Context: an optimization exercise on an open-source flow, tuned for small area. The choices shown serve that exercise and are no tape-out recipe.
Only simulation tests tie the RTL to the original design; equivalence was not proved.
Power is estimated from default activity; no workload was simulated.

==> flow/design.v (excerpt) <==
module pong16 (sys_clk,
               rst_n,
               dm_sel,
               ramadr,
               ramwe,
               ramre,
               dbus_in,
               vid_sync_o,
               vid_o,
               audio_o
              );
input            sys_clk;
input            rst_n;
input wire       dm_sel;
input wire       ramwe;
input wire       ramre;
input wire [7:0] ramadr;
input [7:0]      dbus_in;
output      vid_sync_o;
output      vid_o;
output      audio_o;
localparam PAD0_ADDR  = 8'hE0;
localparam PAD1_ADDR  = 8'hE1;
localparam PNGCR_ADDR = 8'hE2;
wire vid_sync;
wire vid;
reg vid_sync_o;
reg vid_o;
reg[7:0]  PAD0;
reg[7:0]  PAD1;
reg       DEMO_MODE;
reg[3:0]  serv_ball_cnt;
reg[3:0]  game_rst_cnt;
reg       speed2;
wire wsel = dm_sel & ramwe & (ramadr[7:2] == 6'b111000);
wire pad0_we  = wsel & (ramadr[1:0] == 2'd0);
wire pad1_we  = wsel & (ramadr[1:0] == 2'd1);
wire pngcr_we = wsel & (ramadr[1:0] == 2'd2);
always @(posedge sys_clk) begin
  if(!rst_n)       PAD0 <= 100;
  else if(pad0_we) PAD0 <= dbus_in;
end
always @(posedge sys_clk) begin
  if(!rst_n)       PAD1 <= 100;
  else if(pad1_we) PAD1 <= dbus_in;
end
  ...
Size in the first run: roughly 24 I/O pins, about 14,000 µm² of cells after synthesis.
export LEC_CHECK = 0
export CAP_MARGIN = 5
export CORE_MARGIN = 2
export CORE_UTILIZATION = 55
export SLEW_MARGIN = 5
create_clock -name core_clock -period 10.0 [get_ports {sys_clk}]
standard.sh (not shown) runs the stock make flow with config.mk's settings and CLKGATE_MAP_FILE= SYNTH_SCRIPT=/design/flow/synth_recipe.tcl, a recipe that flattens the netlist after the stock synthesis.
==> flow/flow/run.sh <==
#!/bin/bash
# Layout flow: the standard synthesis, then the combinational logic
# re-mapped by ABC for area (the registers, their names and cell types are
# left as the standard synthesis made them), then the standard layout.
set -euo pipefail
W=$(pwd)
R=$W/orfs/results/$FLOW_PLATFORM/pong16/base
LIB=$FLOW_HOME/platforms/$FLOW_PLATFORM/lib/sky130_fd_sc_hd__tt_025C_1v80.lib
YOSYS=$FLOW_HOME/../tools/install/yosys/bin/yosys
[ -x "$YOSYS" ] || YOSYS=$(command -v yosys)

# 1. standard synthesis
bash standard.sh "$R/1_2_yosys.v" > "$W/flow_synth.log" 2>&1

# 2. re-map the combinational logic
DONT=$(sed -n '/DONT_USE_CELLS += /,/^$/p' "$FLOW_HOME/platforms/$FLOW_PLATFORM/config.mk" \
       | grep -o 'sky130_fd_sc_hd__[a-z0-9_]*' | sed 's/^/-dont_use /' | tr '\n' ' ')
FLOPS=$(grep -o '^ *sky130_fd_sc_hd__[a-z0-9_]*' "$R/1_2_yosys.v" | sort -u | grep -E 'df|dl|sdf|edf' | tr '\n' ' ')
cp "$R/1_2_yosys.v" "$W/std_synth.v"
sed -e "s#@LIB@#$LIB#g" -e "s#@DONT@#$DONT#g" -e "s#@FLOPS@#$FLOPS#g" \
    -e "s#@IN@#$W/std_synth.v#g" -e "s#@OUT@#$W/reabc.v#g" -e "s#@TOP@#$FLOW_TOP#g" \
    "$W/flow/reabc.ys.in" > "$W/reabc.ys"
"$YOSYS" -s "$W/reabc.ys" > "$W/flow_reabc.log" 2>&1
cp "$W/reabc.v" "$R/1_2_yosys.v"

# 3. the rest of the standard layout, with smaller port buffers and a
# clock tree of clkbuf_4 without dummy loads
export BUFFER_PORTS_ARGS="-buffer_cell sky130_fd_sc_hd__buf_1"
export CTS_ARGS="-sink_clustering_enable -repair_clock_nets -sink_clustering_size 8 -sink_clustering_max_diameter 40 -buf_list sky130_fd_sc_hd__clkbuf_4 -dont_use_dummy_load"
bash standard.sh "$@" > "$W/flow_layout.log" 2>&1
==> flow/flow/reabc.ys.in <==
read_liberty -ignore_miss_func -ignore_miss_dir @LIB@
read_verilog @IN@
hierarchy -top @TOP@
blackbox @FLOPS@
flatten
hierarchy -top @TOP@
opt_clean
tee -o std_stat.txt stat
abc -liberty @LIB@ @DONT@ -script +strash;dch,-f;amap,-F,2;topo
opt_clean -purge
hilomap -singleton -hicell sky130_fd_sc_hd__conb_1 HI -locell sky130_fd_sc_hd__conb_1 LO
insbuf -buf sky130_fd_sc_hd__buf_1 A X
read_liberty -lib -ignore_miss_dir @LIB@
tee -o reabc_stat.txt stat -liberty @LIB@
check -assert -mapped
write_verilog -noattr -nohex -nodec @OUT@
Then changed:
--- a/flow/flow/run.sh
+++ b/flow/flow/run.sh
@@ -28,3 +28,3 @@
 export BUFFER_PORTS_ARGS="-buffer_cell sky130_fd_sc_hd__buf_1"
-export CTS_ARGS="-sink_clustering_enable -repair_clock_nets -sink_clustering_size 8 -sink_clustering_max_diameter 40 -buf_list sky130_fd_sc_hd__clkbuf_4 -dont_use_dummy_load"
+export CTS_ARGS="-sink_clustering_enable -repair_clock_nets -sink_clustering_size 10 -sink_clustering_max_diameter 50 -buf_list sky130_fd_sc_hd__clkbuf_4 -dont_use_dummy_load"
 bash standard.sh "$@" > "$W/flow_layout.log" 2>&1
- CORE_UTILIZATION: 55 -> 40
Setup slack gains 0.49 ns. Synthesized cell count is unchanged. Sequential power is about the same.
Then changed:
- CORE_UTILIZATION: 40 -> 70
Outcome:
- routed wire length falls slightly
- setup slack got worse by 0.42 ns
- sequential share of layout area is higher by 0.84 points
- die area fell by well over a third
- via count grows by a few percent
- sequential power hardly moves
- cell count goes down by a little under a tenth
- critical path depth drops by 4
- clock-buffer cell count falls by 3

* * *

Another version of the RTL of pong16 (not shown whole).
For scale: ~24 I/O pins.
Design pong16, start of the top module:
module pong16 (sys_clk,
               rst_n,
               dm_sel,
               ramadr,
               ramwe,
               ramre,
               dbus_in,
               vid_sync_o,
               vid_o,
               audio_o
              );
export LEC_CHECK = 0
export CAP_MARGIN = 5
export CORE_MARGIN = 2
export CORE_UTILIZATION = 55
export SLEW_MARGIN = 5
create_clock -name core_clock -period 10.0 [get_ports {sys_clk}]
==> flow/flow/run.sh <==
#!/bin/bash
# Layout flow: the standard synthesis, then the combinational logic
# re-mapped by ABC for area (the registers, their names and cell types are
# left as the standard synthesis made them; of a few area-mapping scripts the
# one with the smallest cell area is kept), then the standard layout with
# smaller port buffers and a clock tree of clkbuf_4 without dummy loads.
set -euo pipefail
W=$(pwd)
R=$W/orfs/results/$FLOW_PLATFORM/pong16/base
LIB=$FLOW_HOME/platforms/$FLOW_PLATFORM/lib/sky130_fd_sc_hd__tt_025C_1v80.lib
YOSYS=$FLOW_HOME/../tools/install/yosys/bin/yosys
[ -x "$YOSYS" ] || YOSYS=$(command -v yosys)

# 1. standard synthesis
bash standard.sh "$R/1_2_yosys.v" > "$W/flow_synth.log" 2>&1

# 2. re-map the combinational logic
DONT=$(sed -n '/DONT_USE_CELLS += /,/^$/p' "$FLOW_HOME/platforms/$FLOW_PLATFORM/config.mk" \
       | grep -o 'sky130_fd_sc_hd__[a-z0-9_]*' | sed 's/^/-dont_use /' | tr '\n' ' ')
FLOPS=$(grep -o '^ *sky130_fd_sc_hd__[a-z0-9_]*' "$R/1_2_yosys.v" | sort -u | grep -E 'df|dl|sdf|edf' | tr '\n' ' ')
cp "$R/1_2_yosys.v" "$W/std_synth.v"
best=""; best_area=""
i=0
for SCRIPT in "strash;dch,-f;amap,-F,2;topo" \
              "strash;dch,-f;amap,-F,2,-E,0;topo" \
              "strash;dc2;dch,-f;amap,-F,2;topo" \
              "strash;balance;rewrite,-z;refactor,-z;rewrite,-z;dch,-f;amap,-F,2;topo"; do
  i=$((i+1))
  sed -e "s#@LIB@#$LIB#g" -e "s#@DONT@#$DONT#g" -e "s#@FLOPS@#$FLOPS#g" \
      -e "s#@IN@#$W/std_synth.v#g" -e "s#@OUT@#$W/reabc_$i.v#g" -e "s#@TOP@#$FLOW_TOP#g" \
      -e "s#@SCRIPT@#$SCRIPT#g" -e "s#@STAT@#reabc_stat_$i.txt#g" \
      "$W/flow/reabc.ys.in" > "$W/reabc_$i.ys"
  if "$YOSYS" -s "$W/reabc_$i.ys" > "$W/flow_reabc_$i.log" 2>&1; then
    a=$(awk '/Chip area for module/ {print $NF}' "$W/reabc_stat_$i.txt")
    echo "script $i ($SCRIPT): area $a" >> "$W/flow_reabc_choice.log"
    if [ -z "$best_area" ] || awk -v a="$a" -v b="$best_area" 'BEGIN{exit !(a<b)}'; then
      best=$i; best_area=$a
    fi
  fi
done
echo "kept script $best: area $best_area" >> "$W/flow_reabc_choice.log"
cp "$W/reabc_$best.v" "$R/1_2_yosys.v"

# 3. the rest of the standard layout
export BUFFER_PORTS_ARGS="-buffer_cell sky130_fd_sc_hd__buf_1"
export CTS_ARGS="-sink_clustering_enable -repair_clock_nets -sink_clustering_size 18 -sink_clustering_max_diameter 60 -buf_list sky130_fd_sc_hd__clkbuf_8 -dont_use_dummy_load"
bash standard.sh "$@" > "$W/flow_layout.log" 2>&1
Other scripts of this flow, unchanged in this note and not shown: flow/flow/reabc.ys.in
Next try:
--- a/flow/flow/run.sh
+++ b/flow/flow/run.sh
@@ -44,4 +44,4 @@
 # 3. the rest of the standard layout
 export BUFFER_PORTS_ARGS="-buffer_cell sky130_fd_sc_hd__buf_1"
-export CTS_ARGS="-sink_clustering_enable -repair_clock_nets -sink_clustering_size 18 -sink_clustering_max_diameter 60 -buf_list sky130_fd_sc_hd__clkbuf_8 -dont_use_dummy_load"
+export CTS_ARGS="-sink_clustering_enable -repair_clock_nets -sink_clustering_size 10 -sink_clustering_max_diameter 50 -buf_list sky130_fd_sc_hd__clkbuf_4 -dont_use_dummy_load"
 bash standard.sh "$@" > "$W/flow_layout.log" 2>&1
The new run finished clean.
Total power decreases by 1.3%.
Cell count came out higher by 0.73%.
Non-clock buffer count does not change.
First-iteration DRC count drops by 4.2%.
Flip-flop and latch count is unchanged.
Area after synthesis is unchanged.
Design area went down by 0.50%.

==> static timing again, ports no longer ideal <==
The results above use ideal ports. As a check the final layouts listed here were re-extracted and re-timed, cells and wires unchanged.
Step 1 (the two cells are an assumption about what drives the block):
set clk [get_ports {sys_clk}]
set_driving_cell -lib_cell sky130_fd_sc_hd__clkbuf_16 $clk
set_driving_cell -lib_cell sky130_fd_sc_hd__buf_2 [delete_from_list [all_inputs] $clk]
Step 2, shift: input delay + t, output delay - t, t = (earliest + latest rising clock arrival at the registers) / 2. This alone moves slack from input paths to output paths.
Three values: ideal, step 1, step 2; two values: the first two.
run | shift t [ns] | setup WS [ns] | hold slack, ns | worst register clock-pin slew, ns
the first run of note 1 | 0.696 | 5.059 / 5.059 / 5.059 | 0.311 / 0.311 / 0.311 | 0.10 / 0.10
the second run of note 1 | 0.749 | 5.547 / 5.547 / 5.547 | 0.262 / 0.262 / 0.262 | 0.12 / 0.12
the third run of note 1 | 0.692 | 5.124 / 5.124 / 5.124 | 0.323 / 0.323 / 0.323 | 0.11 / 0.11
the first run of note 2 | 0.613 | 4.605 / 4.605 / 4.605 | 0.327 / 0.327 / 0.327 | 0.11 / 0.11
the second run of note 2 | 0.685 | 4.637 / 4.637 / 4.637 | 0.323 / 0.323 / 0.323 | 0.11 / 0.11
After both steps every run listed still meets setup and hold.
